This is an optimization exercise on Yosys and OpenROAD, whose aim is small area and a short achievable clock period, not a production implementation.
Only the layout flow was run in this run; the RTL was not checked for function there.
Power and IR drop assume default switching activity.

===== design/flow/flow/run.sh =====
#!/bin/bash
# The standard layout (standard.sh: ORFS from synthesis to the final layout) with:
#  - ADDER_MAP_FILE empty: Yosys does not extract full/half-adder cells, so ABC maps
#    all the logic itself (the registers are the same as in the standard synthesis);
#  - buf_2 cells as the input and output port buffers;
#  - a clock tree of clkbuf_8 cells without dummy loads.
# Everything ORFS prints goes to standard.log in this folder; each step's own log stays
# under orfs/logs/.
bash standard.sh \
  "ADDER_MAP_FILE=" \
  "BUFFER_PORTS_ARGS=-buffer_cell sky130_fd_sc_hd__buf_2" \
  "CTS_ARGS=-sink_clustering_enable -repair_clock_nets -dont_use_dummy_load -buf_list sky130_fd_sc_hd__clkbuf_8 -sink_clustering_size 14 -sink_clustering_max_diameter 50" \
  finish > standard.log 2>&1

===== design/flow/standard.sh =====
#!/bin/bash
# synth_recipe.tcl (not shown) runs the flow's synth.tcl, then flattens the netlist and writes it again
# the make line also repeats each setting of config.mk as NAME=value (left out here)
make -C /OpenROAD-flow-scripts/flow DESIGN_CONFIG=/design/flow/config.mk WORK_HOME=/design/flow/orfs CLKGATE_MAP_FILE= SYNTH_SCRIPT=/design/flow/synth_recipe.tcl "${@:-finish}"

===== design/flow/config.mk =====
export PLATFORM = sky130hd
export DESIGN_NAME = sqrt_16s
export DESIGN_NICKNAME = sqrt_16s
export VERILOG_FILES = /design/flow/design.v
export SDC_FILE = /design/flow/constraint.sdc
export NUM_CORES = 4
export LEC_CHECK = 0
export ABC_AREA = 1
export CAP_MARGIN = 20
export CORE_MARGIN = 2
export CORE_UTILIZATION = 40
export SETUP_SLACK_MARGIN = 1.2
export SLEW_MARGIN = 20

===== design/flow/constraint.sdc =====
create_clock -name core_clock -period 3.0 [get_ports {clk}]
set_input_delay 0.6000 -clock core_clock [delete_from_list [all_inputs] [get_ports {clk}]]
set_output_delay 0.6000 -clock core_clock [all_outputs]
set_load 0.01 [all_outputs]

===== design/flow/design.v =====
module sqrt_16s (
    input         clk,
    input  [15:0] data_i,
    input         vld_i,
    output [15:0] data_o,
    output        vld_o
);
    function [6:0] tbl3;
        input [5:0] v;
        case (v)
            6'd0: tbl3 = {3'd0, 4'd0};
            6'd1: tbl3 = {3'd1, 4'd0};
            6'd2: tbl3 = {3'd1, 4'd1};
            6'd3: tbl3 = {3'd1, 4'd2};
            6'd4: tbl3 = {3'd2, 4'd0};
            6'd5: tbl3 = {3'd2, 4'd1};
            6'd6: tbl3 = {3'd2, 4'd2};
            6'd7: tbl3 = {3'd2, 4'd3};
            6'd8: tbl3 = {3'd2, 4'd4};
            6'd9: tbl3 = {3'd3, 4'd0};
            6'd10: tbl3 = {3'd3, 4'd1};
            6'd11: tbl3 = {3'd3, 4'd2};
            6'd12: tbl3 = {3'd3, 4'd3};
            6'd13: tbl3 = {3'd3, 4'd4};
            6'd14: tbl3 = {3'd3, 4'd5};
            6'd15: tbl3 = {3'd3, 4'd6};
            6'd16: tbl3 = {3'd4, 4'd0};
            6'd17: tbl3 = {3'd4, 4'd1};
            6'd18: tbl3 = {3'd4, 4'd2};
            6'd19: tbl3 = {3'd4, 4'd3};
            6'd20: tbl3 = {3'd4, 4'd4};
            6'd21: tbl3 = {3'd4, 4'd5};
            6'd22: tbl3 = {3'd4, 4'd6};
            6'd23: tbl3 = {3'd4, 4'd7};
            6'd24: tbl3 = {3'd4, 4'd8};
            6'd25: tbl3 = {3'd5, 4'd0};
            6'd26: tbl3 = {3'd5, 4'd1};
            6'd27: tbl3 = {3'd5, 4'd2};
            6'd28: tbl3 = {3'd5, 4'd3};
            6'd29: tbl3 = {3'd5, 4'd4};
            6'd30: tbl3 = {3'd5, 4'd5};
            6'd31: tbl3 = {3'd5, 4'd6};
            6'd32: tbl3 = {3'd5, 4'd7};
            6'd33: tbl3 = {3'd5, 4'd8};
            6'd34: tbl3 = {3'd5, 4'd9};
            6'd35: tbl3 = {3'd5, 4'd10};
            6'd36: tbl3 = {3'd6, 4'd0};
            6'd37: tbl3 = {3'd6, 4'd1};
            6'd38: tbl3 = {3'd6, 4'd2};
            6'd39: tbl3 = {3'd6, 4'd3};
            6'd40: tbl3 = {3'd6, 4'd4};
            6'd41: tbl3 = {3'd6, 4'd5};
            6'd42: tbl3 = {3'd6, 4'd6};
            6'd43: tbl3 = {3'd6, 4'd7};
            6'd44: tbl3 = {3'd6, 4'd8};
            6'd45: tbl3 = {3'd6, 4'd9};
            6'd46: tbl3 = {3'd6, 4'd10};
            6'd47: tbl3 = {3'd6, 4'd11};
            6'd48: tbl3 = {3'd6, 4'd12};
            6'd49: tbl3 = {3'd7, 4'd0};
            6'd50: tbl3 = {3'd7, 4'd1};
            6'd51: tbl3 = {3'd7, 4'd2};
            6'd52: tbl3 = {3'd7, 4'd3};
            6'd53: tbl3 = {3'd7, 4'd4};
            6'd54: tbl3 = {3'd7, 4'd5};
            6'd55: tbl3 = {3'd7, 4'd6};
            6'd56: tbl3 = {3'd7, 4'd7};
            6'd57: tbl3 = {3'd7, 4'd8};
            6'd58: tbl3 = {3'd7, 4'd9};
            6'd59: tbl3 = {3'd7, 4'd10};
            6'd60: tbl3 = {3'd7, 4'd11};
            6'd61: tbl3 = {3'd7, 4'd12};
            6'd62: tbl3 = {3'd7, 4'd13};
            6'd63: tbl3 = {3'd7, 4'd14};
            default: tbl3 = 7'bx;
        endcase
    endfunction
    wire [6:0] t3 = tbl3(data_i[15:10]);
    wire [2:0] q3 = t3[6:4];
    wire [3:0] r3 = t3[3:0];
    wire [9:0] x3 = data_i[9:0];
    wire [5:0] a4 = {r3, x3[9:8]};
    wire [5:0] b4 = {1'b0, q3, 2'b01};
    wire [5:0] g4_0 = ~a4 & b4;
    wire [5:0] p4_0 = ~a4 | b4;
    wire g4_1_1 = g4_0[1] | (p4_0[1] & g4_0[0]);
    wire p4_1_1 = p4_0[1] & p4_0[0];
    wire g4_1_3 = g4_0[3] | (p4_0[3] & g4_0[2]);
    wire p4_1_3 = p4_0[3] & p4_0[2];
    wire g4_1_5 = g4_0[5] | (p4_0[5] & g4_0[4]);
    wire p4_1_5 = p4_0[5] & p4_0[4];
    wire g4_2_2 = g4_0[2] | (p4_0[2] & g4_1_1);
    wire p4_2_2 = p4_0[2] & p4_1_1;
    wire g4_2_3 = g4_1_3 | (p4_1_3 & g4_1_1);
    wire p4_2_3 = p4_1_3 & p4_1_1;
    wire g4_3_4 = g4_0[4] | (p4_0[4] & g4_2_3);
    wire p4_3_4 = p4_0[4] & p4_2_3;
    wire g4_3_5 = g4_1_5 | (p4_1_5 & g4_2_3);
    wire p4_3_5 = p4_1_5 & p4_2_3;
    wire s4 = g4_3_5;
    wire [4:0] c4 = {g4_2_3, g4_2_2, g4_1_1, g4_0[0], 1'b0};
    wire [4:0] r4 = a4[4:0] ^ ({5{~s4}} & (b4[4:0] ^ c4));
    wire [3:0] q4 = {q3, ~s4};
    wire [7:0] x4 = x3[7:0];
    reg  [3:0] q_r4;
    always @(posedge clk) q_r4 <= q4;
    reg  [4:0] r_r4;
    always @(posedge clk) r_r4 <= r4;
    reg  [7:0] x_r4;
    always @(posedge clk) x_r4 <= x4;
    reg  [0:0] v_r4;
    always @(posedge clk) v_r4 <= vld_i;
    wire [6:0] a5 = {r_r4, x_r4[7:6]};
    wire [6:0] b5 = {1'b0, q_r4, 2'b01};
    wire [6:0] g5_0 = ~a5 & b5;
    wire [6:0] p5_0 = ~a5 | b5;
    wire g5_1_1 = g5_0[1] | (p5_0[1] & g5_0[0]);
    wire p5_1_1 = p5_0[1] & p5_0[0];
    wire g5_1_3 = g5_0[3] | (p5_0[3] & g5_0[2]);
    wire p5_1_3 = p5_0[3] & p5_0[2];
    wire g5_1_5 = g5_0[5] | (p5_0[5] & g5_0[4]);
    wire p5_1_5 = p5_0[5] & p5_0[4];
    wire g5_2_2 = g5_0[2] | (p5_0[2] & g5_1_1);
    wire p5_2_2 = p5_0[2] & p5_1_1;
    wire g5_2_3 = g5_1_3 | (p5_1_3 & g5_1_1);
    wire p5_2_3 = p5_1_3 & p5_1_1;
    wire g5_2_6 = g5_0[6] | (p5_0[6] & g5_1_5);
    wire p5_2_6 = p5_0[6] & p5_1_5;
    wire g5_3_4 = g5_0[4] | (p5_0[4] & g5_2_3);
    wire p5_3_4 = p5_0[4] & p5_2_3;
    wire g5_3_5 = g5_1_5 | (p5_1_5 & g5_2_3);
    wire p5_3_5 = p5_1_5 & p5_2_3;
    wire g5_3_6 = g5_2_6 | (p5_2_6 & g5_2_3);
    wire p5_3_6 = p5_2_6 & p5_2_3;
    wire s5 = g5_3_6;
    wire [5:0] c5 = {g5_3_4, g5_2_3, g5_2_2, g5_1_1, g5_0[0], 1'b0};
    wire [5:0] r5 = a5[5:0] ^ ({6{~s5}} & (b5[5:0] ^ c5));
    wire [4:0] q5 = {q_r4, ~s5};
    wire [5:0] x5 = x_r4[5:0];
    reg  [4:0] q_r5;
    always @(posedge clk) q_r5 <= q5;
    reg  [5:0] r_r5;
    always @(posedge clk) r_r5 <= r5;
    reg  [5:0] x_r5;
    always @(posedge clk) x_r5 <= x5;
    reg  [0:0] v_r5;
    always @(posedge clk) v_r5 <= v_r4;
    wire [7:0] a6 = {r_r5, x_r5[5:4]};
    wire [7:0] b6 = {1'b0, q_r5, 2'b01};
    wire [7:0] g6_0 = ~a6 & b6;
    wire [7:0] p6_0 = ~a6 | b6;
    wire g6_1_1 = g6_0[1] | (p6_0[1] & g6_0[0]);
    wire p6_1_1 = p6_0[1] & p6_0[0];
    wire g6_1_3 = g6_0[3] | (p6_0[3] & g6_0[2]);
    wire p6_1_3 = p6_0[3] & p6_0[2];
    wire g6_1_5 = g6_0[5] | (p6_0[5] & g6_0[4]);
    wire p6_1_5 = p6_0[5] & p6_0[4];
    wire g6_1_7 = g6_0[7] | (p6_0[7] & g6_0[6]);
    wire p6_1_7 = p6_0[7] & p6_0[6];
    wire g6_2_2 = g6_0[2] | (p6_0[2] & g6_1_1);
    wire p6_2_2 = p6_0[2] & p6_1_1;
    wire g6_2_3 = g6_1_3 | (p6_1_3 & g6_1_1);
    wire p6_2_3 = p6_1_3 & p6_1_1;
    wire g6_2_6 = g6_0[6] | (p6_0[6] & g6_1_5);
    wire p6_2_6 = p6_0[6] & p6_1_5;
    wire g6_2_7 = g6_1_7 | (p6_1_7 & g6_1_5);
    wire p6_2_7 = p6_1_7 & p6_1_5;
    wire g6_3_4 = g6_0[4] | (p6_0[4] & g6_2_3);
    wire p6_3_4 = p6_0[4] & p6_2_3;
    wire g6_3_5 = g6_1_5 | (p6_1_5 & g6_2_3);
    wire p6_3_5 = p6_1_5 & p6_2_3;
    wire g6_3_6 = g6_2_6 | (p6_2_6 & g6_2_3);
    wire p6_3_6 = p6_2_6 & p6_2_3;
    wire g6_3_7 = g6_2_7 | (p6_2_7 & g6_2_3);
    wire p6_3_7 = p6_2_7 & p6_2_3;
    wire s6 = g6_3_7;
    wire [6:0] c6 = {g6_3_5, g6_3_4, g6_2_3, g6_2_2, g6_1_1, g6_0[0], 1'b0};
    wire [6:0] r6 = a6[6:0] ^ ({7{~s6}} & (b6[6:0] ^ c6));
    wire [5:0] q6 = {q_r5, ~s6};
    wire [3:0] x6 = x_r5[3:0];
    reg  [5:0] q_r6;
    always @(posedge clk) q_r6 <= q6;
    reg  [6:0] r_r6;
    always @(posedge clk) r_r6 <= r6;
    reg  [3:0] x_r6;
    always @(posedge clk) x_r6 <= x6;
    reg  [0:0] v_r6;
    always @(posedge clk) v_r6 <= v_r5;
    wire [8:0] a7 = {r_r6, x_r6[3:2]};
    wire [8:0] b7 = {1'b0, q_r6, 2'b01};
    wire [8:0] g7_0 = ~a7 & b7;
    wire [8:0] p7_0 = ~a7 | b7;
    wire g7_1_1 = g7_0[1] | (p7_0[1] & g7_0[0]);
    wire p7_1_1 = p7_0[1] & p7_0[0];
    wire g7_1_3 = g7_0[3] | (p7_0[3] & g7_0[2]);
    wire p7_1_3 = p7_0[3] & p7_0[2];
    wire g7_1_5 = g7_0[5] | (p7_0[5] & g7_0[4]);
    wire p7_1_5 = p7_0[5] & p7_0[4];
    wire g7_1_7 = g7_0[7] | (p7_0[7] & g7_0[6]);
    wire p7_1_7 = p7_0[7] & p7_0[6];
    wire g7_2_2 = g7_0[2] | (p7_0[2] & g7_1_1);
    wire p7_2_2 = p7_0[2] & p7_1_1;
    wire g7_2_3 = g7_1_3 | (p7_1_3 & g7_1_1);
    wire p7_2_3 = p7_1_3 & p7_1_1;
    wire g7_2_6 = g7_0[6] | (p7_0[6] & g7_1_5);
    wire p7_2_6 = p7_0[6] & p7_1_5;
    wire g7_2_7 = g7_1_7 | (p7_1_7 & g7_1_5);
    wire p7_2_7 = p7_1_7 & p7_1_5;
    wire g7_3_4 = g7_0[4] | (p7_0[4] & g7_2_3);
    wire p7_3_4 = p7_0[4] & p7_2_3;
    wire g7_3_5 = g7_1_5 | (p7_1_5 & g7_2_3);
    wire p7_3_5 = p7_1_5 & p7_2_3;
    wire g7_3_6 = g7_2_6 | (p7_2_6 & g7_2_3);
    wire p7_3_6 = p7_2_6 & p7_2_3;
    wire g7_3_7 = g7_2_7 | (p7_2_7 & g7_2_3);
    wire p7_3_7 = p7_2_7 & p7_2_3;
    wire g7_4_8 = g7_0[8] | (p7_0[8] & g7_3_7);
    wire p7_4_8 = p7_0[8] & p7_3_7;
    wire s7 = g7_4_8;
    wire [7:0] c7 = {g7_3_6, g7_3_5, g7_3_4, g7_2_3, g7_2_2, g7_1_1, g7_0[0], 1'b0};
    wire [7:0] r7 = a7[7:0] ^ ({8{~s7}} & (b7[7:0] ^ c7));
    wire [6:0] q7 = {q_r6, ~s7};
    wire [1:0] x7 = x_r6[1:0];
    reg  [6:0] q_r7;
    always @(posedge clk) q_r7 <= q7;
    reg  [7:0] r_r7;
    always @(posedge clk) r_r7 <= r7;
    reg  [1:0] x_r7;
    always @(posedge clk) x_r7 <= x7;
    reg  [0:0] v_r7;
    always @(posedge clk) v_r7 <= v_r6;
    wire [9:0] a8 = {r_r7, x_r7[1:0]};
    wire [9:0] b8 = {1'b0, q_r7, 2'b01};
    wire [9:0] g8_0 = ~a8 & b8;
    wire [9:0] p8_0 = ~a8 | b8;
    wire g8_1_1 = g8_0[1] | (p8_0[1] & g8_0[0]);
    wire p8_1_1 = p8_0[1] & p8_0[0];
    wire g8_1_3 = g8_0[3] | (p8_0[3] & g8_0[2]);
    wire p8_1_3 = p8_0[3] & p8_0[2];
    wire g8_1_5 = g8_0[5] | (p8_0[5] & g8_0[4]);
    wire p8_1_5 = p8_0[5] & p8_0[4];
    wire g8_1_7 = g8_0[7] | (p8_0[7] & g8_0[6]);
    wire p8_1_7 = p8_0[7] & p8_0[6];
    wire g8_1_9 = g8_0[9] | (p8_0[9] & g8_0[8]);
    wire p8_1_9 = p8_0[9] & p8_0[8];
    wire g8_2_2 = g8_0[2] | (p8_0[2] & g8_1_1);
    wire p8_2_2 = p8_0[2] & p8_1_1;
    wire g8_2_3 = g8_1_3 | (p8_1_3 & g8_1_1);
    wire p8_2_3 = p8_1_3 & p8_1_1;
    wire g8_2_6 = g8_0[6] | (p8_0[6] & g8_1_5);
    wire p8_2_6 = p8_0[6] & p8_1_5;
    wire g8_2_7 = g8_1_7 | (p8_1_7 & g8_1_5);
    wire p8_2_7 = p8_1_7 & p8_1_5;
    wire g8_3_4 = g8_0[4] | (p8_0[4] & g8_2_3);
    wire p8_3_4 = p8_0[4] & p8_2_3;
    wire g8_3_5 = g8_1_5 | (p8_1_5 & g8_2_3);
    wire p8_3_5 = p8_1_5 & p8_2_3;
    wire g8_3_6 = g8_2_6 | (p8_2_6 & g8_2_3);
    wire p8_3_6 = p8_2_6 & p8_2_3;
    wire g8_3_7 = g8_2_7 | (p8_2_7 & g8_2_3);
    wire p8_3_7 = p8_2_7 & p8_2_3;
    wire g8_4_8 = g8_0[8] | (p8_0[8] & g8_3_7);
    wire p8_4_8 = p8_0[8] & p8_3_7;
    wire g8_4_9 = g8_1_9 | (p8_1_9 & g8_3_7);
    wire p8_4_9 = p8_1_9 & p8_3_7;
    wire s8 = g8_4_9;
    wire [8:0] c8 = {g8_3_7, g8_3_6, g8_3_5, g8_3_4, g8_2_3, g8_2_2, g8_1_1, g8_0[0], 1'b0};
    wire [8:0] r8 = a8[8:0] ^ ({9{~s8}} & (b8[8:0] ^ c8));
    wire [7:0] q8 = {q_r7, ~s8};
    reg  [7:0] q_r8;
    always @(posedge clk) q_r8 <= q8;
    reg  [8:0] r_r8;
    always @(posedge clk) r_r8 <= r8;
    reg  [0:0] v_r8;
    always @(posedge clk) v_r8 <= v_r7;
    wire [10:0] a9 = {r_r8, 2'b00};
    wire [10:0] b9 = {1'b0, q_r8, 2'b01};
    wire [10:0] g9_0 = ~a9 & b9;
    wire [10:0] p9_0 = ~a9 | b9;
    wire g9_1_1 = g9_0[1] | (p9_0[1] & g9_0[0]);
    wire p9_1_1 = p9_0[1] & p9_0[0];
    wire g9_1_3 = g9_0[3] | (p9_0[3] & g9_0[2]);
    wire p9_1_3 = p9_0[3] & p9_0[2];
    wire g9_1_5 = g9_0[5] | (p9_0[5] & g9_0[4]);
    wire p9_1_5 = p9_0[5] & p9_0[4];
    wire g9_1_7 = g9_0[7] | (p9_0[7] & g9_0[6]);
    wire p9_1_7 = p9_0[7] & p9_0[6];
    wire g9_1_9 = g9_0[9] | (p9_0[9] & g9_0[8]);
    wire p9_1_9 = p9_0[9] & p9_0[8];
    wire g9_2_2 = g9_0[2] | (p9_0[2] & g9_1_1);
    wire p9_2_2 = p9_0[2] & p9_1_1;
    wire g9_2_3 = g9_1_3 | (p9_1_3 & g9_1_1);
    wire p9_2_3 = p9_1_3 & p9_1_1;
    wire g9_2_6 = g9_0[6] | (p9_0[6] & g9_1_5);
    wire p9_2_6 = p9_0[6] & p9_1_5;
    wire g9_2_7 = g9_1_7 | (p9_1_7 & g9_1_5);
    wire p9_2_7 = p9_1_7 & p9_1_5;
    wire g9_2_10 = g9_0[10] | (p9_0[10] & g9_1_9);
    wire p9_2_10 = p9_0[10] & p9_1_9;
    wire g9_3_4 = g9_0[4] | (p9_0[4] & g9_2_3);
    wire p9_3_4 = p9_0[4] & p9_2_3;
    wire g9_3_5 = g9_1_5 | (p9_1_5 & g9_2_3);
    wire p9_3_5 = p9_1_5 & p9_2_3;
    wire g9_3_6 = g9_2_6 | (p9_2_6 & g9_2_3);
    wire p9_3_6 = p9_2_6 & p9_2_3;
    wire g9_3_7 = g9_2_7 | (p9_2_7 & g9_2_3);
    wire p9_3_7 = p9_2_7 & p9_2_3;
    wire g9_4_8 = g9_0[8] | (p9_0[8] & g9_3_7);
    wire p9_4_8 = p9_0[8] & p9_3_7;
    wire g9_4_9 = g9_1_9 | (p9_1_9 & g9_3_7);
    wire p9_4_9 = p9_1_9 & p9_3_7;
    wire g9_4_10 = g9_2_10 | (p9_2_10 & g9_3_7);
    wire p9_4_10 = p9_2_10 & p9_3_7;
    wire s9 = g9_4_10;
    wire [9:0] c9 = {g9_4_8, g9_3_7, g9_3_6, g9_3_5, g9_3_4, g9_2_3, g9_2_2, g9_1_1, g9_0[0], 1'b0};
    wire [9:0] r9 = a9[9:0] ^ ({10{~s9}} & (b9[9:0] ^ c9));
    wire [8:0] q9 = {q_r8, ~s9};
    reg  [8:0] q_r9;
    always @(posedge clk) q_r9 <= q9;
    reg  [9:0] r_r9;
    always @(posedge clk) r_r9 <= r9;
    reg  [0:0] v_r9;
    always @(posedge clk) v_r9 <= v_r8;
    wire [11:0] a10 = {r_r9, 2'b00};
    wire [11:0] b10 = {1'b0, q_r9, 2'b01};
    wire [11:0] g10_0 = ~a10 & b10;
    wire [11:0] p10_0 = ~a10 | b10;
    wire g10_1_1 = g10_0[1] | (p10_0[1] & g10_0[0]);
    wire p10_1_1 = p10_0[1] & p10_0[0];
    wire g10_1_3 = g10_0[3] | (p10_0[3] & g10_0[2]);
    wire p10_1_3 = p10_0[3] & p10_0[2];
    wire g10_1_5 = g10_0[5] | (p10_0[5] & g10_0[4]);
    wire p10_1_5 = p10_0[5] & p10_0[4];
    wire g10_1_7 = g10_0[7] | (p10_0[7] & g10_0[6]);
    wire p10_1_7 = p10_0[7] & p10_0[6];
    wire g10_1_9 = g10_0[9] | (p10_0[9] & g10_0[8]);
    wire p10_1_9 = p10_0[9] & p10_0[8];
    wire g10_1_11 = g10_0[11] | (p10_0[11] & g10_0[10]);
    wire p10_1_11 = p10_0[11] & p10_0[10];
    wire g10_2_2 = g10_0[2] | (p10_0[2] & g10_1_1);
    wire p10_2_2 = p10_0[2] & p10_1_1;
    wire g10_2_3 = g10_1_3 | (p10_1_3 & g10_1_1);
    wire p10_2_3 = p10_1_3 & p10_1_1;
    wire g10_2_6 = g10_0[6] | (p10_0[6] & g10_1_5);
    wire p10_2_6 = p10_0[6] & p10_1_5;
    wire g10_2_7 = g10_1_7 | (p10_1_7 & g10_1_5);
    wire p10_2_7 = p10_1_7 & p10_1_5;
    wire g10_2_10 = g10_0[10] | (p10_0[10] & g10_1_9);
    wire p10_2_10 = p10_0[10] & p10_1_9;
    wire g10_2_11 = g10_1_11 | (p10_1_11 & g10_1_9);
    wire p10_2_11 = p10_1_11 & p10_1_9;
    wire g10_3_4 = g10_0[4] | (p10_0[4] & g10_2_3);
    wire p10_3_4 = p10_0[4] & p10_2_3;
    wire g10_3_5 = g10_1_5 | (p10_1_5 & g10_2_3);
    wire p10_3_5 = p10_1_5 & p10_2_3;
    wire g10_3_6 = g10_2_6 | (p10_2_6 & g10_2_3);
    wire p10_3_6 = p10_2_6 & p10_2_3;
    wire g10_3_7 = g10_2_7 | (p10_2_7 & g10_2_3);
    wire p10_3_7 = p10_2_7 & p10_2_3;
    wire g10_4_8 = g10_0[8] | (p10_0[8] & g10_3_7);
    wire p10_4_8 = p10_0[8] & p10_3_7;
    wire g10_4_9 = g10_1_9 | (p10_1_9 & g10_3_7);
    wire p10_4_9 = p10_1_9 & p10_3_7;
    wire g10_4_10 = g10_2_10 | (p10_2_10 & g10_3_7);
    wire p10_4_10 = p10_2_10 & p10_3_7;
    wire g10_4_11 = g10_2_11 | (p10_2_11 & g10_3_7);
    wire p10_4_11 = p10_2_11 & p10_3_7;
    wire s10 = g10_4_11;
    wire [10:0] c10 = {g10_4_9, g10_4_8, g10_3_7, g10_3_6, g10_3_5, g10_3_4, g10_2_3, g10_2_2, g10_1_1, g10_0[0], 1'b0};
    wire [10:0] r10 = a10[10:0] ^ ({11{~s10}} & (b10[10:0] ^ c10));
    wire [9:0] q10 = {q_r9, ~s10};
    reg  [9:0] q_r10;
    always @(posedge clk) q_r10 <= q10;
    reg  [10:0] r_r10;
    always @(posedge clk) r_r10 <= r10;
    reg  [0:0] v_r10;
    always @(posedge clk) v_r10 <= v_r9;
    wire [12:0] a11 = {r_r10, 2'b00};
    wire [12:0] b11 = {1'b0, q_r10, 2'b01};
    wire [12:0] g11_0 = ~a11 & b11;
    wire [12:0] p11_0 = ~a11 | b11;
    wire g11_1_1 = g11_0[1] | (p11_0[1] & g11_0[0]);
    wire p11_1_1 = p11_0[1] & p11_0[0];
    wire g11_1_3 = g11_0[3] | (p11_0[3] & g11_0[2]);
    wire p11_1_3 = p11_0[3] & p11_0[2];
    wire g11_1_5 = g11_0[5] | (p11_0[5] & g11_0[4]);
    wire p11_1_5 = p11_0[5] & p11_0[4];
    wire g11_1_7 = g11_0[7] | (p11_0[7] & g11_0[6]);
    wire p11_1_7 = p11_0[7] & p11_0[6];
    wire g11_1_9 = g11_0[9] | (p11_0[9] & g11_0[8]);
    wire p11_1_9 = p11_0[9] & p11_0[8];
    wire g11_1_11 = g11_0[11] | (p11_0[11] & g11_0[10]);
    wire p11_1_11 = p11_0[11] & p11_0[10];
    wire g11_2_2 = g11_0[2] | (p11_0[2] & g11_1_1);
    wire p11_2_2 = p11_0[2] & p11_1_1;
    wire g11_2_3 = g11_1_3 | (p11_1_3 & g11_1_1);
    wire p11_2_3 = p11_1_3 & p11_1_1;
    wire g11_2_6 = g11_0[6] | (p11_0[6] & g11_1_5);
    wire p11_2_6 = p11_0[6] & p11_1_5;
    wire g11_2_7 = g11_1_7 | (p11_1_7 & g11_1_5);
    wire p11_2_7 = p11_1_7 & p11_1_5;
    wire g11_2_10 = g11_0[10] | (p11_0[10] & g11_1_9);
    wire p11_2_10 = p11_0[10] & p11_1_9;
    wire g11_2_11 = g11_1_11 | (p11_1_11 & g11_1_9);
    wire p11_2_11 = p11_1_11 & p11_1_9;
    wire g11_3_4 = g11_0[4] | (p11_0[4] & g11_2_3);
    wire p11_3_4 = p11_0[4] & p11_2_3;
    wire g11_3_5 = g11_1_5 | (p11_1_5 & g11_2_3);
    wire p11_3_5 = p11_1_5 & p11_2_3;
    wire g11_3_6 = g11_2_6 | (p11_2_6 & g11_2_3);
    wire p11_3_6 = p11_2_6 & p11_2_3;
    wire g11_3_7 = g11_2_7 | (p11_2_7 & g11_2_3);
    wire p11_3_7 = p11_2_7 & p11_2_3;
    wire g11_3_12 = g11_0[12] | (p11_0[12] & g11_2_11);
    wire p11_3_12 = p11_0[12] & p11_2_11;
    wire g11_4_8 = g11_0[8] | (p11_0[8] & g11_3_7);
    wire p11_4_8 = p11_0[8] & p11_3_7;
    wire g11_4_9 = g11_1_9 | (p11_1_9 & g11_3_7);
    wire p11_4_9 = p11_1_9 & p11_3_7;
    wire g11_4_10 = g11_2_10 | (p11_2_10 & g11_3_7);
    wire p11_4_10 = p11_2_10 & p11_3_7;
    wire g11_4_11 = g11_2_11 | (p11_2_11 & g11_3_7);
    wire p11_4_11 = p11_2_11 & p11_3_7;
    wire g11_4_12 = g11_3_12 | (p11_3_12 & g11_3_7);
    wire p11_4_12 = p11_3_12 & p11_3_7;
    wire s11 = g11_4_12;
    wire [11:0] c11 = {g11_4_10, g11_4_9, g11_4_8, g11_3_7, g11_3_6, g11_3_5, g11_3_4, g11_2_3, g11_2_2, g11_1_1, g11_0[0], 1'b0};
    wire [11:0] r11 = a11[11:0] ^ ({12{~s11}} & (b11[11:0] ^ c11));
    wire [10:0] q11 = {q_r10, ~s11};
    reg  [10:0] q_r11;
    always @(posedge clk) q_r11 <= q11;
    reg  [11:0] r_r11;
    always @(posedge clk) r_r11 <= r11;
    reg  [0:0] v_r11;
    always @(posedge clk) v_r11 <= v_r10;
    wire [13:0] a12 = {r_r11, 2'b00};
    wire [13:0] b12 = {1'b0, q_r11, 2'b01};
    wire [13:0] g12_0 = ~a12 & b12;
    wire [13:0] p12_0 = ~a12 | b12;
    wire g12_1_1 = g12_0[1] | (p12_0[1] & g12_0[0]);
    wire p12_1_1 = p12_0[1] & p12_0[0];
    wire g12_1_3 = g12_0[3] | (p12_0[3] & g12_0[2]);
    wire p12_1_3 = p12_0[3] & p12_0[2];
    wire g12_1_5 = g12_0[5] | (p12_0[5] & g12_0[4]);
    wire p12_1_5 = p12_0[5] & p12_0[4];
    wire g12_1_7 = g12_0[7] | (p12_0[7] & g12_0[6]);
    wire p12_1_7 = p12_0[7] & p12_0[6];
    wire g12_1_9 = g12_0[9] | (p12_0[9] & g12_0[8]);
    wire p12_1_9 = p12_0[9] & p12_0[8];
    wire g12_1_11 = g12_0[11] | (p12_0[11] & g12_0[10]);
    wire p12_1_11 = p12_0[11] & p12_0[10];
    wire g12_1_13 = g12_0[13] | (p12_0[13] & g12_0[12]);
    wire p12_1_13 = p12_0[13] & p12_0[12];
    wire g12_2_2 = g12_0[2] | (p12_0[2] & g12_1_1);
    wire p12_2_2 = p12_0[2] & p12_1_1;
    wire g12_2_3 = g12_1_3 | (p12_1_3 & g12_1_1);
    wire p12_2_3 = p12_1_3 & p12_1_1;
    wire g12_2_6 = g12_0[6] | (p12_0[6] & g12_1_5);
    wire p12_2_6 = p12_0[6] & p12_1_5;
    wire g12_2_7 = g12_1_7 | (p12_1_7 & g12_1_5);
    wire p12_2_7 = p12_1_7 & p12_1_5;
    wire g12_2_10 = g12_0[10] | (p12_0[10] & g12_1_9);
    wire p12_2_10 = p12_0[10] & p12_1_9;
    wire g12_2_11 = g12_1_11 | (p12_1_11 & g12_1_9);
    wire p12_2_11 = p12_1_11 & p12_1_9;
    wire g12_3_4 = g12_0[4] | (p12_0[4] & g12_2_3);
    wire p12_3_4 = p12_0[4] & p12_2_3;
    wire g12_3_5 = g12_1_5 | (p12_1_5 & g12_2_3);
    wire p12_3_5 = p12_1_5 & p12_2_3;
    wire g12_3_6 = g12_2_6 | (p12_2_6 & g12_2_3);
    wire p12_3_6 = p12_2_6 & p12_2_3;
    wire g12_3_7 = g12_2_7 | (p12_2_7 & g12_2_3);
    wire p12_3_7 = p12_2_7 & p12_2_3;
    wire g12_3_12 = g12_0[12] | (p12_0[12] & g12_2_11);
    wire p12_3_12 = p12_0[12] & p12_2_11;
    wire g12_3_13 = g12_1_13 | (p12_1_13 & g12_2_11);
    wire p12_3_13 = p12_1_13 & p12_2_11;
    wire g12_4_8 = g12_0[8] | (p12_0[8] & g12_3_7);
    wire p12_4_8 = p12_0[8] & p12_3_7;
    wire g12_4_9 = g12_1_9 | (p12_1_9 & g12_3_7);
    wire p12_4_9 = p12_1_9 & p12_3_7;
    wire g12_4_10 = g12_2_10 | (p12_2_10 & g12_3_7);
    wire p12_4_10 = p12_2_10 & p12_3_7;
    wire g12_4_11 = g12_2_11 | (p12_2_11 & g12_3_7);
    wire p12_4_11 = p12_2_11 & p12_3_7;
    wire g12_4_12 = g12_3_12 | (p12_3_12 & g12_3_7);
    wire p12_4_12 = p12_3_12 & p12_3_7;
    wire g12_4_13 = g12_3_13 | (p12_3_13 & g12_3_7);
    wire p12_4_13 = p12_3_13 & p12_3_7;
    wire s12 = g12_4_13;
    wire [12:0] c12 = {g12_4_11, g12_4_10, g12_4_9, g12_4_8, g12_3_7, g12_3_6, g12_3_5, g12_3_4, g12_2_3, g12_2_2, g12_1_1, g12_0[0], 1'b0};
    wire [12:0] r12 = a12[12:0] ^ ({13{~s12}} & (b12[12:0] ^ c12));
    wire [11:0] q12 = {q_r11, ~s12};
    reg  [11:0] q_r12;
    always @(posedge clk) q_r12 <= q12;
    reg  [12:0] r_r12;
    always @(posedge clk) r_r12 <= r12;
    reg  [0:0] v_r12;
    always @(posedge clk) v_r12 <= v_r11;
    wire [14:0] a13 = {r_r12, 2'b00};
    wire [14:0] b13 = {1'b0, q_r12, 2'b01};
    wire [14:0] g13_0 = ~a13 & b13;
    wire [14:0] p13_0 = ~a13 | b13;
    wire g13_1_1 = g13_0[1] | (p13_0[1] & g13_0[0]);
    wire p13_1_1 = p13_0[1] & p13_0[0];
    wire g13_1_3 = g13_0[3] | (p13_0[3] & g13_0[2]);
    wire p13_1_3 = p13_0[3] & p13_0[2];
    wire g13_1_5 = g13_0[5] | (p13_0[5] & g13_0[4]);
    wire p13_1_5 = p13_0[5] & p13_0[4];
    wire g13_1_7 = g13_0[7] | (p13_0[7] & g13_0[6]);
    wire p13_1_7 = p13_0[7] & p13_0[6];
    wire g13_1_9 = g13_0[9] | (p13_0[9] & g13_0[8]);
    wire p13_1_9 = p13_0[9] & p13_0[8];
    wire g13_1_11 = g13_0[11] | (p13_0[11] & g13_0[10]);
    wire p13_1_11 = p13_0[11] & p13_0[10];
    wire g13_1_13 = g13_0[13] | (p13_0[13] & g13_0[12]);
    wire p13_1_13 = p13_0[13] & p13_0[12];
    wire g13_2_2 = g13_0[2] | (p13_0[2] & g13_1_1);
    wire p13_2_2 = p13_0[2] & p13_1_1;
    wire g13_2_3 = g13_1_3 | (p13_1_3 & g13_1_1);
    wire p13_2_3 = p13_1_3 & p13_1_1;
    wire g13_2_6 = g13_0[6] | (p13_0[6] & g13_1_5);
    wire p13_2_6 = p13_0[6] & p13_1_5;
    wire g13_2_7 = g13_1_7 | (p13_1_7 & g13_1_5);
    wire p13_2_7 = p13_1_7 & p13_1_5;
    wire g13_2_10 = g13_0[10] | (p13_0[10] & g13_1_9);
    wire p13_2_10 = p13_0[10] & p13_1_9;
    wire g13_2_11 = g13_1_11 | (p13_1_11 & g13_1_9);
    wire p13_2_11 = p13_1_11 & p13_1_9;
    wire g13_2_14 = g13_0[14] | (p13_0[14] & g13_1_13);
    wire p13_2_14 = p13_0[14] & p13_1_13;
    wire g13_3_4 = g13_0[4] | (p13_0[4] & g13_2_3);
    wire p13_3_4 = p13_0[4] & p13_2_3;
    wire g13_3_5 = g13_1_5 | (p13_1_5 & g13_2_3);
    wire p13_3_5 = p13_1_5 & p13_2_3;
    wire g13_3_6 = g13_2_6 | (p13_2_6 & g13_2_3);
    wire p13_3_6 = p13_2_6 & p13_2_3;
    wire g13_3_7 = g13_2_7 | (p13_2_7 & g13_2_3);
    wire p13_3_7 = p13_2_7 & p13_2_3;
    wire g13_3_12 = g13_0[12] | (p13_0[12] & g13_2_11);
    wire p13_3_12 = p13_0[12] & p13_2_11;
    wire g13_3_13 = g13_1_13 | (p13_1_13 & g13_2_11);
    wire p13_3_13 = p13_1_13 & p13_2_11;
    wire g13_3_14 = g13_2_14 | (p13_2_14 & g13_2_11);
    wire p13_3_14 = p13_2_14 & p13_2_11;
    wire g13_4_8 = g13_0[8] | (p13_0[8] & g13_3_7);
    wire p13_4_8 = p13_0[8] & p13_3_7;
    wire g13_4_9 = g13_1_9 | (p13_1_9 & g13_3_7);
    wire p13_4_9 = p13_1_9 & p13_3_7;
    wire g13_4_10 = g13_2_10 | (p13_2_10 & g13_3_7);
    wire p13_4_10 = p13_2_10 & p13_3_7;
    wire g13_4_11 = g13_2_11 | (p13_2_11 & g13_3_7);
    wire p13_4_11 = p13_2_11 & p13_3_7;
    wire g13_4_12 = g13_3_12 | (p13_3_12 & g13_3_7);
    wire p13_4_12 = p13_3_12 & p13_3_7;
    wire g13_4_13 = g13_3_13 | (p13_3_13 & g13_3_7);
    wire p13_4_13 = p13_3_13 & p13_3_7;
    wire g13_4_14 = g13_3_14 | (p13_3_14 & g13_3_7);
    wire p13_4_14 = p13_3_14 & p13_3_7;
    wire s13 = g13_4_14;
    wire [13:0] c13 = {g13_4_12, g13_4_11, g13_4_10, g13_4_9, g13_4_8, g13_3_7, g13_3_6, g13_3_5, g13_3_4, g13_2_3, g13_2_2, g13_1_1, g13_0[0], 1'b0};
    wire [13:0] r13 = a13[13:0] ^ ({14{~s13}} & (b13[13:0] ^ c13));
    wire [12:0] q13 = {q_r12, ~s13};
    reg  [12:0] q_r13;
    always @(posedge clk) q_r13 <= q13;
    reg  [13:0] r_r13;
    always @(posedge clk) r_r13 <= r13;
    reg  [0:0] v_r13;
    always @(posedge clk) v_r13 <= v_r12;
    wire [15:0] a14 = {r_r13, 2'b00};
    wire [15:0] b14 = {1'b0, q_r13, 2'b01};
    wire [15:0] g14_0 = ~a14 & b14;
    wire [15:0] p14_0 = ~a14 | b14;
    wire g14_1_1 = g14_0[1] | (p14_0[1] & g14_0[0]);
    wire p14_1_1 = p14_0[1] & p14_0[0];
    wire g14_1_3 = g14_0[3] | (p14_0[3] & g14_0[2]);
    wire p14_1_3 = p14_0[3] & p14_0[2];
    wire g14_1_5 = g14_0[5] | (p14_0[5] & g14_0[4]);
    wire p14_1_5 = p14_0[5] & p14_0[4];
    wire g14_1_7 = g14_0[7] | (p14_0[7] & g14_0[6]);
    wire p14_1_7 = p14_0[7] & p14_0[6];
    wire g14_1_9 = g14_0[9] | (p14_0[9] & g14_0[8]);
    wire p14_1_9 = p14_0[9] & p14_0[8];
    wire g14_1_11 = g14_0[11] | (p14_0[11] & g14_0[10]);
    wire p14_1_11 = p14_0[11] & p14_0[10];
    wire g14_1_13 = g14_0[13] | (p14_0[13] & g14_0[12]);
    wire p14_1_13 = p14_0[13] & p14_0[12];
    wire g14_1_15 = g14_0[15] | (p14_0[15] & g14_0[14]);
    wire p14_1_15 = p14_0[15] & p14_0[14];
    wire g14_2_2 = g14_0[2] | (p14_0[2] & g14_1_1);
    wire p14_2_2 = p14_0[2] & p14_1_1;
    wire g14_2_3 = g14_1_3 | (p14_1_3 & g14_1_1);
    wire p14_2_3 = p14_1_3 & p14_1_1;
    wire g14_2_6 = g14_0[6] | (p14_0[6] & g14_1_5);
    wire p14_2_6 = p14_0[6] & p14_1_5;
    wire g14_2_7 = g14_1_7 | (p14_1_7 & g14_1_5);
    wire p14_2_7 = p14_1_7 & p14_1_5;
    wire g14_2_10 = g14_0[10] | (p14_0[10] & g14_1_9);
    wire p14_2_10 = p14_0[10] & p14_1_9;
    wire g14_2_11 = g14_1_11 | (p14_1_11 & g14_1_9);
    wire p14_2_11 = p14_1_11 & p14_1_9;
    wire g14_2_14 = g14_0[14] | (p14_0[14] & g14_1_13);
    wire p14_2_14 = p14_0[14] & p14_1_13;
    wire g14_2_15 = g14_1_15 | (p14_1_15 & g14_1_13);
    wire p14_2_15 = p14_1_15 & p14_1_13;
    wire g14_3_4 = g14_0[4] | (p14_0[4] & g14_2_3);
    wire p14_3_4 = p14_0[4] & p14_2_3;
    wire g14_3_5 = g14_1_5 | (p14_1_5 & g14_2_3);
    wire p14_3_5 = p14_1_5 & p14_2_3;
    wire g14_3_6 = g14_2_6 | (p14_2_6 & g14_2_3);
    wire p14_3_6 = p14_2_6 & p14_2_3;
    wire g14_3_7 = g14_2_7 | (p14_2_7 & g14_2_3);
    wire p14_3_7 = p14_2_7 & p14_2_3;
    wire g14_3_12 = g14_0[12] | (p14_0[12] & g14_2_11);
    wire p14_3_12 = p14_0[12] & p14_2_11;
    wire g14_3_13 = g14_1_13 | (p14_1_13 & g14_2_11);
    wire p14_3_13 = p14_1_13 & p14_2_11;
    wire g14_3_14 = g14_2_14 | (p14_2_14 & g14_2_11);
    wire p14_3_14 = p14_2_14 & p14_2_11;
    wire g14_3_15 = g14_2_15 | (p14_2_15 & g14_2_11);
    wire p14_3_15 = p14_2_15 & p14_2_11;
    wire g14_4_8 = g14_0[8] | (p14_0[8] & g14_3_7);
    wire p14_4_8 = p14_0[8] & p14_3_7;
    wire g14_4_9 = g14_1_9 | (p14_1_9 & g14_3_7);
    wire p14_4_9 = p14_1_9 & p14_3_7;
    wire g14_4_10 = g14_2_10 | (p14_2_10 & g14_3_7);
    wire p14_4_10 = p14_2_10 & p14_3_7;
    wire g14_4_11 = g14_2_11 | (p14_2_11 & g14_3_7);
    wire p14_4_11 = p14_2_11 & p14_3_7;
    wire g14_4_12 = g14_3_12 | (p14_3_12 & g14_3_7);
    wire p14_4_12 = p14_3_12 & p14_3_7;
    wire g14_4_13 = g14_3_13 | (p14_3_13 & g14_3_7);
    wire p14_4_13 = p14_3_13 & p14_3_7;
    wire g14_4_14 = g14_3_14 | (p14_3_14 & g14_3_7);
    wire p14_4_14 = p14_3_14 & p14_3_7;
    wire g14_4_15 = g14_3_15 | (p14_3_15 & g14_3_7);
    wire p14_4_15 = p14_3_15 & p14_3_7;
    wire s14 = g14_4_15;
    wire [14:0] c14 = {g14_4_13, g14_4_12, g14_4_11, g14_4_10, g14_4_9, g14_4_8, g14_3_7, g14_3_6, g14_3_5, g14_3_4, g14_2_3, g14_2_2, g14_1_1, g14_0[0], 1'b0};
    wire [14:0] r14 = a14[14:0] ^ ({15{~s14}} & (b14[14:0] ^ c14));
    wire [13:0] q14 = {q_r13, ~s14};
    reg  [13:0] q_r14;
    always @(posedge clk) q_r14 <= q14;
    reg  [14:0] r_r14;
    always @(posedge clk) r_r14 <= r14;
    reg  [0:0] v_r14;
    always @(posedge clk) v_r14 <= v_r13;
    wire [16:0] a15 = {r_r14, 2'b00};
    wire [16:0] b15 = {1'b0, q_r14, 2'b01};
    wire [16:0] g15_0 = ~a15 & b15;
    wire [16:0] p15_0 = ~a15 | b15;
    wire g15_1_1 = g15_0[1] | (p15_0[1] & g15_0[0]);
    wire p15_1_1 = p15_0[1] & p15_0[0];
    wire g15_1_3 = g15_0[3] | (p15_0[3] & g15_0[2]);
    wire p15_1_3 = p15_0[3] & p15_0[2];
    wire g15_1_5 = g15_0[5] | (p15_0[5] & g15_0[4]);
    wire p15_1_5 = p15_0[5] & p15_0[4];
    wire g15_1_7 = g15_0[7] | (p15_0[7] & g15_0[6]);
    wire p15_1_7 = p15_0[7] & p15_0[6];
    wire g15_1_9 = g15_0[9] | (p15_0[9] & g15_0[8]);
    wire p15_1_9 = p15_0[9] & p15_0[8];
    wire g15_1_11 = g15_0[11] | (p15_0[11] & g15_0[10]);
    wire p15_1_11 = p15_0[11] & p15_0[10];
    wire g15_1_13 = g15_0[13] | (p15_0[13] & g15_0[12]);
    wire p15_1_13 = p15_0[13] & p15_0[12];
    wire g15_1_15 = g15_0[15] | (p15_0[15] & g15_0[14]);
    wire p15_1_15 = p15_0[15] & p15_0[14];
    wire g15_2_2 = g15_0[2] | (p15_0[2] & g15_1_1);
    wire p15_2_2 = p15_0[2] & p15_1_1;
    wire g15_2_3 = g15_1_3 | (p15_1_3 & g15_1_1);
    wire p15_2_3 = p15_1_3 & p15_1_1;
    wire g15_2_6 = g15_0[6] | (p15_0[6] & g15_1_5);
    wire p15_2_6 = p15_0[6] & p15_1_5;
    wire g15_2_7 = g15_1_7 | (p15_1_7 & g15_1_5);
    wire p15_2_7 = p15_1_7 & p15_1_5;
    wire g15_2_10 = g15_0[10] | (p15_0[10] & g15_1_9);
    wire p15_2_10 = p15_0[10] & p15_1_9;
    wire g15_2_11 = g15_1_11 | (p15_1_11 & g15_1_9);
    wire p15_2_11 = p15_1_11 & p15_1_9;
    wire g15_2_14 = g15_0[14] | (p15_0[14] & g15_1_13);
    wire p15_2_14 = p15_0[14] & p15_1_13;
    wire g15_2_15 = g15_1_15 | (p15_1_15 & g15_1_13);
    wire p15_2_15 = p15_1_15 & p15_1_13;
    wire g15_3_4 = g15_0[4] | (p15_0[4] & g15_2_3);
    wire p15_3_4 = p15_0[4] & p15_2_3;
    wire g15_3_5 = g15_1_5 | (p15_1_5 & g15_2_3);
    wire p15_3_5 = p15_1_5 & p15_2_3;
    wire g15_3_6 = g15_2_6 | (p15_2_6 & g15_2_3);
    wire p15_3_6 = p15_2_6 & p15_2_3;
    wire g15_3_7 = g15_2_7 | (p15_2_7 & g15_2_3);
    wire p15_3_7 = p15_2_7 & p15_2_3;
    wire g15_3_12 = g15_0[12] | (p15_0[12] & g15_2_11);
    wire p15_3_12 = p15_0[12] & p15_2_11;
    wire g15_3_13 = g15_1_13 | (p15_1_13 & g15_2_11);
    wire p15_3_13 = p15_1_13 & p15_2_11;
    wire g15_3_14 = g15_2_14 | (p15_2_14 & g15_2_11);
    wire p15_3_14 = p15_2_14 & p15_2_11;
    wire g15_3_15 = g15_2_15 | (p15_2_15 & g15_2_11);
    wire p15_3_15 = p15_2_15 & p15_2_11;
    wire g15_4_8 = g15_0[8] | (p15_0[8] & g15_3_7);
    wire p15_4_8 = p15_0[8] & p15_3_7;
    wire g15_4_9 = g15_1_9 | (p15_1_9 & g15_3_7);
    wire p15_4_9 = p15_1_9 & p15_3_7;
    wire g15_4_10 = g15_2_10 | (p15_2_10 & g15_3_7);
    wire p15_4_10 = p15_2_10 & p15_3_7;
    wire g15_4_11 = g15_2_11 | (p15_2_11 & g15_3_7);
    wire p15_4_11 = p15_2_11 & p15_3_7;
    wire g15_4_12 = g15_3_12 | (p15_3_12 & g15_3_7);
    wire p15_4_12 = p15_3_12 & p15_3_7;
    wire g15_4_13 = g15_3_13 | (p15_3_13 & g15_3_7);
    wire p15_4_13 = p15_3_13 & p15_3_7;
    wire g15_4_14 = g15_3_14 | (p15_3_14 & g15_3_7);
    wire p15_4_14 = p15_3_14 & p15_3_7;
    wire g15_4_15 = g15_3_15 | (p15_3_15 & g15_3_7);
    wire p15_4_15 = p15_3_15 & p15_3_7;
    wire g15_5_16 = g15_0[16] | (p15_0[16] & g15_4_15);
    wire p15_5_16 = p15_0[16] & p15_4_15;
    wire s15 = g15_5_16;
    wire [15:0] c15 = {g15_4_14, g15_4_13, g15_4_12, g15_4_11, g15_4_10, g15_4_9, g15_4_8, g15_3_7, g15_3_6, g15_3_5, g15_3_4, g15_2_3, g15_2_2, g15_1_1, g15_0[0], 1'b0};
    wire [15:0] r15 = a15[15:0] ^ ({16{~s15}} & (b15[15:0] ^ c15));
    wire [14:0] q15 = {q_r14, ~s15};
    reg  [14:0] q_r15;
    always @(posedge clk) q_r15 <= q15;
    reg  [15:0] r_r15;
    always @(posedge clk) r_r15 <= r15;
    reg  [0:0] v_r15;
    always @(posedge clk) v_r15 <= v_r14;
    wire [17:0] a16 = {r_r15, 2'b00};
    wire [17:0] b16 = {1'b0, q_r15, 2'b01};
    wire [17:0] g16_0 = ~a16 & b16;
    wire [17:0] p16_0 = ~a16 | b16;
    wire g16_1_1 = g16_0[1] | (p16_0[1] & g16_0[0]);
    wire p16_1_1 = p16_0[1] & p16_0[0];
    wire g16_1_3 = g16_0[3] | (p16_0[3] & g16_0[2]);
    wire p16_1_3 = p16_0[3] & p16_0[2];
    wire g16_1_5 = g16_0[5] | (p16_0[5] & g16_0[4]);
    wire p16_1_5 = p16_0[5] & p16_0[4];
    wire g16_1_7 = g16_0[7] | (p16_0[7] & g16_0[6]);
    wire p16_1_7 = p16_0[7] & p16_0[6];
    wire g16_1_9 = g16_0[9] | (p16_0[9] & g16_0[8]);
    wire p16_1_9 = p16_0[9] & p16_0[8];
    wire g16_1_11 = g16_0[11] | (p16_0[11] & g16_0[10]);
    wire p16_1_11 = p16_0[11] & p16_0[10];
    wire g16_1_13 = g16_0[13] | (p16_0[13] & g16_0[12]);
    wire p16_1_13 = p16_0[13] & p16_0[12];
    wire g16_1_15 = g16_0[15] | (p16_0[15] & g16_0[14]);
    wire p16_1_15 = p16_0[15] & p16_0[14];
    wire g16_1_17 = g16_0[17] | (p16_0[17] & g16_0[16]);
    wire p16_1_17 = p16_0[17] & p16_0[16];
    wire g16_2_2 = g16_0[2] | (p16_0[2] & g16_1_1);
    wire p16_2_2 = p16_0[2] & p16_1_1;
    wire g16_2_3 = g16_1_3 | (p16_1_3 & g16_1_1);
    wire p16_2_3 = p16_1_3 & p16_1_1;
    wire g16_2_6 = g16_0[6] | (p16_0[6] & g16_1_5);
    wire p16_2_6 = p16_0[6] & p16_1_5;
    wire g16_2_7 = g16_1_7 | (p16_1_7 & g16_1_5);
    wire p16_2_7 = p16_1_7 & p16_1_5;
    wire g16_2_10 = g16_0[10] | (p16_0[10] & g16_1_9);
    wire p16_2_10 = p16_0[10] & p16_1_9;
    wire g16_2_11 = g16_1_11 | (p16_1_11 & g16_1_9);
    wire p16_2_11 = p16_1_11 & p16_1_9;
    wire g16_2_14 = g16_0[14] | (p16_0[14] & g16_1_13);
    wire p16_2_14 = p16_0[14] & p16_1_13;
    wire g16_2_15 = g16_1_15 | (p16_1_15 & g16_1_13);
    wire p16_2_15 = p16_1_15 & p16_1_13;
    wire g16_3_4 = g16_0[4] | (p16_0[4] & g16_2_3);
    wire p16_3_4 = p16_0[4] & p16_2_3;
    wire g16_3_5 = g16_1_5 | (p16_1_5 & g16_2_3);
    wire p16_3_5 = p16_1_5 & p16_2_3;
    wire g16_3_6 = g16_2_6 | (p16_2_6 & g16_2_3);
    wire p16_3_6 = p16_2_6 & p16_2_3;
    wire g16_3_7 = g16_2_7 | (p16_2_7 & g16_2_3);
    wire p16_3_7 = p16_2_7 & p16_2_3;
    wire g16_3_12 = g16_0[12] | (p16_0[12] & g16_2_11);
    wire p16_3_12 = p16_0[12] & p16_2_11;
    wire g16_3_13 = g16_1_13 | (p16_1_13 & g16_2_11);
    wire p16_3_13 = p16_1_13 & p16_2_11;
    wire g16_3_14 = g16_2_14 | (p16_2_14 & g16_2_11);
    wire p16_3_14 = p16_2_14 & p16_2_11;
    wire g16_3_15 = g16_2_15 | (p16_2_15 & g16_2_11);
    wire p16_3_15 = p16_2_15 & p16_2_11;
    wire g16_4_8 = g16_0[8] | (p16_0[8] & g16_3_7);
    wire p16_4_8 = p16_0[8] & p16_3_7;
    wire g16_4_9 = g16_1_9 | (p16_1_9 & g16_3_7);
    wire p16_4_9 = p16_1_9 & p16_3_7;
    wire g16_4_10 = g16_2_10 | (p16_2_10 & g16_3_7);
    wire p16_4_10 = p16_2_10 & p16_3_7;
    wire g16_4_11 = g16_2_11 | (p16_2_11 & g16_3_7);
    wire p16_4_11 = p16_2_11 & p16_3_7;
    wire g16_4_12 = g16_3_12 | (p16_3_12 & g16_3_7);
    wire p16_4_12 = p16_3_12 & p16_3_7;
    wire g16_4_13 = g16_3_13 | (p16_3_13 & g16_3_7);
    wire p16_4_13 = p16_3_13 & p16_3_7;
    wire g16_4_14 = g16_3_14 | (p16_3_14 & g16_3_7);
    wire p16_4_14 = p16_3_14 & p16_3_7;
    wire g16_4_15 = g16_3_15 | (p16_3_15 & g16_3_7);
    wire p16_4_15 = p16_3_15 & p16_3_7;
    wire g16_5_16 = g16_0[16] | (p16_0[16] & g16_4_15);
    wire p16_5_16 = p16_0[16] & p16_4_15;
    wire g16_5_17 = g16_1_17 | (p16_1_17 & g16_4_15);
    wire p16_5_17 = p16_1_17 & p16_4_15;
    wire s16 = g16_5_17;
    wire [15:0] q16 = {q_r15, ~s16};
    reg  [15:0] q_r16;
    always @(posedge clk) q_r16 <= q16;
    reg  [0:0] v_r16;
    always @(posedge clk) v_r16 <= v_r15;
    assign data_o = q_r16;
    assign vld_o  = v_r16;
endmodule

==> impl_metrics.env <==
export IMPL_ys_ff_latch=275
export IMPL_antenna_left=0
export IMPL_fin_skew_ps=45.0
export IMPL_power_density_mw_per_mm2=1280
export IMPL_dieWidth_um=171
export IMPL_cts_buffer_depth=3
export IMPL_dr_pass1_iters=5
export IMPL_path_cells="nor2_2 > o21ai_1 > nand2_1 > nand2_2 > a21oi_4 > nand2_2 > nand2_4 > inv_2 > nand3_1 > xor2_2 > inv_1"
export IMPL_maxSlewViolCount=0
export IMPL_synth_cell_types=35
export IMPL_place_ws_ps=907
export IMPL_synthCells=1466
export IMPL_h_tree_depth=1
export IMPL_drive_gt1_share_pct=12.5
export IMPL_dp_hpwl_mm=14.3
export IMPL_slowest_stage="dfxtp_1"
export IMPL_antenna_cells=0
export IMPL_placed_cell_area_sq_mm=0.0118
export IMPL_setup_slack_ps=1280
export IMPL_multi_input_area_sq_mm=0.00507
export IMPL_port_buffers=34
export IMPL_synth_top_area_share_pct=49.1
export IMPL_globalRouteOverflowTotal=0
export IMPL_numCtsBuffers=30
export IMPL_wl_per_cell_um=10.1
export IMPL_synth_top_family_by_area="simple AND/OR/NAND/NOR gates"
export IMPL_ys_warnings_count=1
export IMPL_drt_total_wl_mm=19.5
export IMPL_cts_tree="yes"
export IMPL_areaGrowthSynthToFinish_pct=12.7
export IMPL_cts_sinks=275
export IMPL_final_util_pct=45.6
export IMPL_tightest_slew_ps=390
export IMPL_io_pins=35
export IMPL_relSlewSlack_pct=73.7
export IMPL_rows=61
export IMPL_coreArea_sq_mm=0.0277
export IMPL_yosys_area_share_adder_pct=0
export IMPL_ys_top_cells_by_area="dfxtp_1 (49%), nand2_1 (12%), inv_1 (7.2%), xor2_1 (6.8%), nand3_1 (5.1%)"
export IMPL_postSynthAreaPerCell_sq_um=7.64
export IMPL_final_cell_mix="nand2_1 (352), dfxtp_1 (265), inv_1 (216)"
export IMPL_final_area_sq_mm=0.0126
export IMPL_worst_setup_path_start_kind="flop"
export IMPL_grt_pass1_vias=8006
export IMPL_syn_num_nets=1484
export IMPL_gp_congestion=0.815
export IMPL_yosys_area_share_simple_pct=26.5
export IMPL_leakage_nw=6.39
export IMPL_seq_area_frac_synth_pct=49.1
export IMPL_synth_area_sq_mm=0.0112
export IMPL_dp_cells=1874
export IMPL_die_h_um=171
export IMPL_outcome="timing/DRC/antenna clean"
export IMPL_synthMuxAreaShare_pct=0
export IMPL_path_class="reg -> reg"
export IMPL_tns_ps=0
export IMPL_finalSetupViolations=0
export IMPL_seq_area_sq_mm=0.00552
export IMPL_min_period_over_period_pct=57.4
export IMPL_synth_compound_gate_area_share_pct=7.30
export IMPL_clk_latency_ps=570
export IMPL_track_usage_pct=13.2
export IMPL_antenna_found_initial=0
export IMPL_critPathMostFrequentCell="nand2_2"
export IMPL_worstHoldPathType="in -> reg"
export IMPL_die_area_sq_mm=0.0294
export IMPL_synth_top_area_cell="dfxtp_1"
export IMPL_ir_worst_vdd_mv=0.590
export IMPL_cp_top_family="simple AND/OR/NAND/NOR gates"
export IMPL_start_util_pct=40.4
export IMPL_fmax_ghz=0.580
export IMPL_root_buffer="clkbuf_8"
export IMPL_hold_slack_ps=122
export IMPL_worst_ep_required_time_ps=3470
export IMPL_instances_no_fill=1918
export IMPL_drcViolationCount=0
export IMPL_synth_xor_area_share_pct=9.07
export IMPL_cp_slowest_stage_delay_ps=340
export IMPL_drv_cap=0
export IMPL_vias_per_cell=4.53
export IMPL_path_clk_slew_ps=90
export IMPL_fill_cells=2679
export IMPL_drt_initial_drc_count=319
export IMPL_grt_max_degree=23
export IMPL_finalCriticalPeriod_ps=1720
export IMPL_vias=8689
export IMPL_layout_commonest_cell="nand2_1"
export IMPL_grt_pass1_wl_mm=32.9
export IMPL_cp_arrival_ps=2190
export IMPL_p_total_mw=16.2
export IMPL_path_buf_inv=2
export IMPL_rsz0062_at_grt="true"
export IMPL_postCtsHoldBufs=0
export IMPL_cp_max_fo=5
export IMPL_final_nets=1560
export IMPL_crit_path_end_kind="flop"
export IMPL_finalHoldViolCount=0
-- Yosys cell counts --
| library cell | n |
|---|---|
| nand3b_1 | 10 |
| nand2_1 | 369 |
| a21boi_0 | 1 |
| o21ai_1 | 19 |
| o22ai_1 | 3 |
| nand3_1 | 114 |
| nor3b_1 | 2 |
| xnor2_1 | 29 |
| a21o_1 | 1 |
| o21bai_1 | 2 |
| o21ai_2 | 1 |
| nor2_1 | 127 |
| clkinv_1 | 1 |
| inv_1 | 216 |
| nand4_1 | 19 |
| nand2_4 | 1 |
| buf_2 | 3 |
| a21oi_4 | 2 |
| a31oi_1 | 1 |
| a21oi_2 | 4 |
| inv_2 | 15 |
| xor2_1 | 87 |
| a31o_2 | 3 |
| a21oi_1 | 50 |
| or2_2 | 15 |
| nand3_2 | 5 |
| o21a_1 | 1 |
| buf_4 | 1 |
| or2_1 | 9 |
| o221ai_1 | 2 |
| nor3_1 | 6 |
| o21ai_0 | 58 |
| dfxtp_1 | 275 |
| nand2_2 | 10 |
| nor2_2 | 4 |
-- timing repair --
| item | 4_1_cts | 5_1_grt |
|---|---|---|
| buffers inserted | 0 | 12 |
| gates resized for setup | 17 | 61 |
| gates cloned | 0 | 2 |
| pin swaps | 0 | 17 |
| endpoints found under the setup margin | 45 | 90 |
-- sequential cells by signal (all words and copies together) (netlist names), 7 cells and up --
signal	count
q_r16	16
q_r15	15
q_r14	14
r_r15	14
q_r13	13
r_r14	13
q_r12	12
r_r13	12
q_r11	11
r_r12	11
q_r10	10
r_r11	10
q_r9	9
r_r10	9
r_r8	9
q_r8	8
r_r7	8
r_r9	8
x_r4	8
q_r7	7
r_r6	7
-- logic make-up after synthesis --
group           Yosys count
flops                   275
buf+inv                 236
compound gates          148
simple gates            691
xor+xnor                116
-- cell type report --
cell class	count	share of cell area, %
sequential	275	43.7
inverter	232	7.08
clock buffer	30	3.27
timing repair buffer	46	2.06
multi-input combinational	957	40.1
tap	378	3.75
-- per-layer routing --
| layer | GRT usage (%) | vias to the layer above | wire, um |
|---|---|---|---|
| met5 | 0 | - | 0 |
| met4 | 4.50 | 0 | 575 |
| met3 | 2.23 | 45 | 585 |
| met2 | 26.1 | 107 | 10100 |
| met1 | 14.0 | 3845 | 8210 |
| li1 | - | 4692 | - |
-- where the power goes --
group	total, mW	switching (mW)	leakage [nW]	internal, mW
logic	7.97	4.78	3.85	3.19
registers	6.17	0.976	2.32	5.20
clock network	2.02	1.14	0.216	0.881
total	16.2	6.89	6.39	9.27
-- worst paths after layout --
check             from       to  slack (ps)  cells after the start
max            x_r5[5]  r_r6[6]        1280                     11
min          data_i[0]  x_r4[0]         120                      1
max reg2reg    x_r5[5]  r_r6[6]        1280                     11
min reg2reg    x_r5[1]  x_r6[1]         290                      0

[separate check: timing with driven ports]
Ports are ideal in the flow. The routed layout listed here was re-timed in OpenROAD. Step 1 assumes that a clkbuf_16 drives the clock port and a buf_2 every other input. Step 2 adds t to the input delays and takes it off the output delays; t is the mean of the earliest and latest rising clock arrival at the registers after step 1. Input paths then give back, and output paths get back, about the clock's delay inside the block. a / b / c = ideal ports / drivers / drivers and shift; a / b = the first two.
shift t [ns]: 0.593
setup WS [ns]: 1.277 / 1.277 / 0.914
worst hold slack (ns): 0.122 / 0.099 / 0.289
pins driven straight from the clock port: 1
After both steps this run still meets setup and hold. The setup slack of this run moves by 0.000 ns with the drivers and by -0.363 ns with both steps.
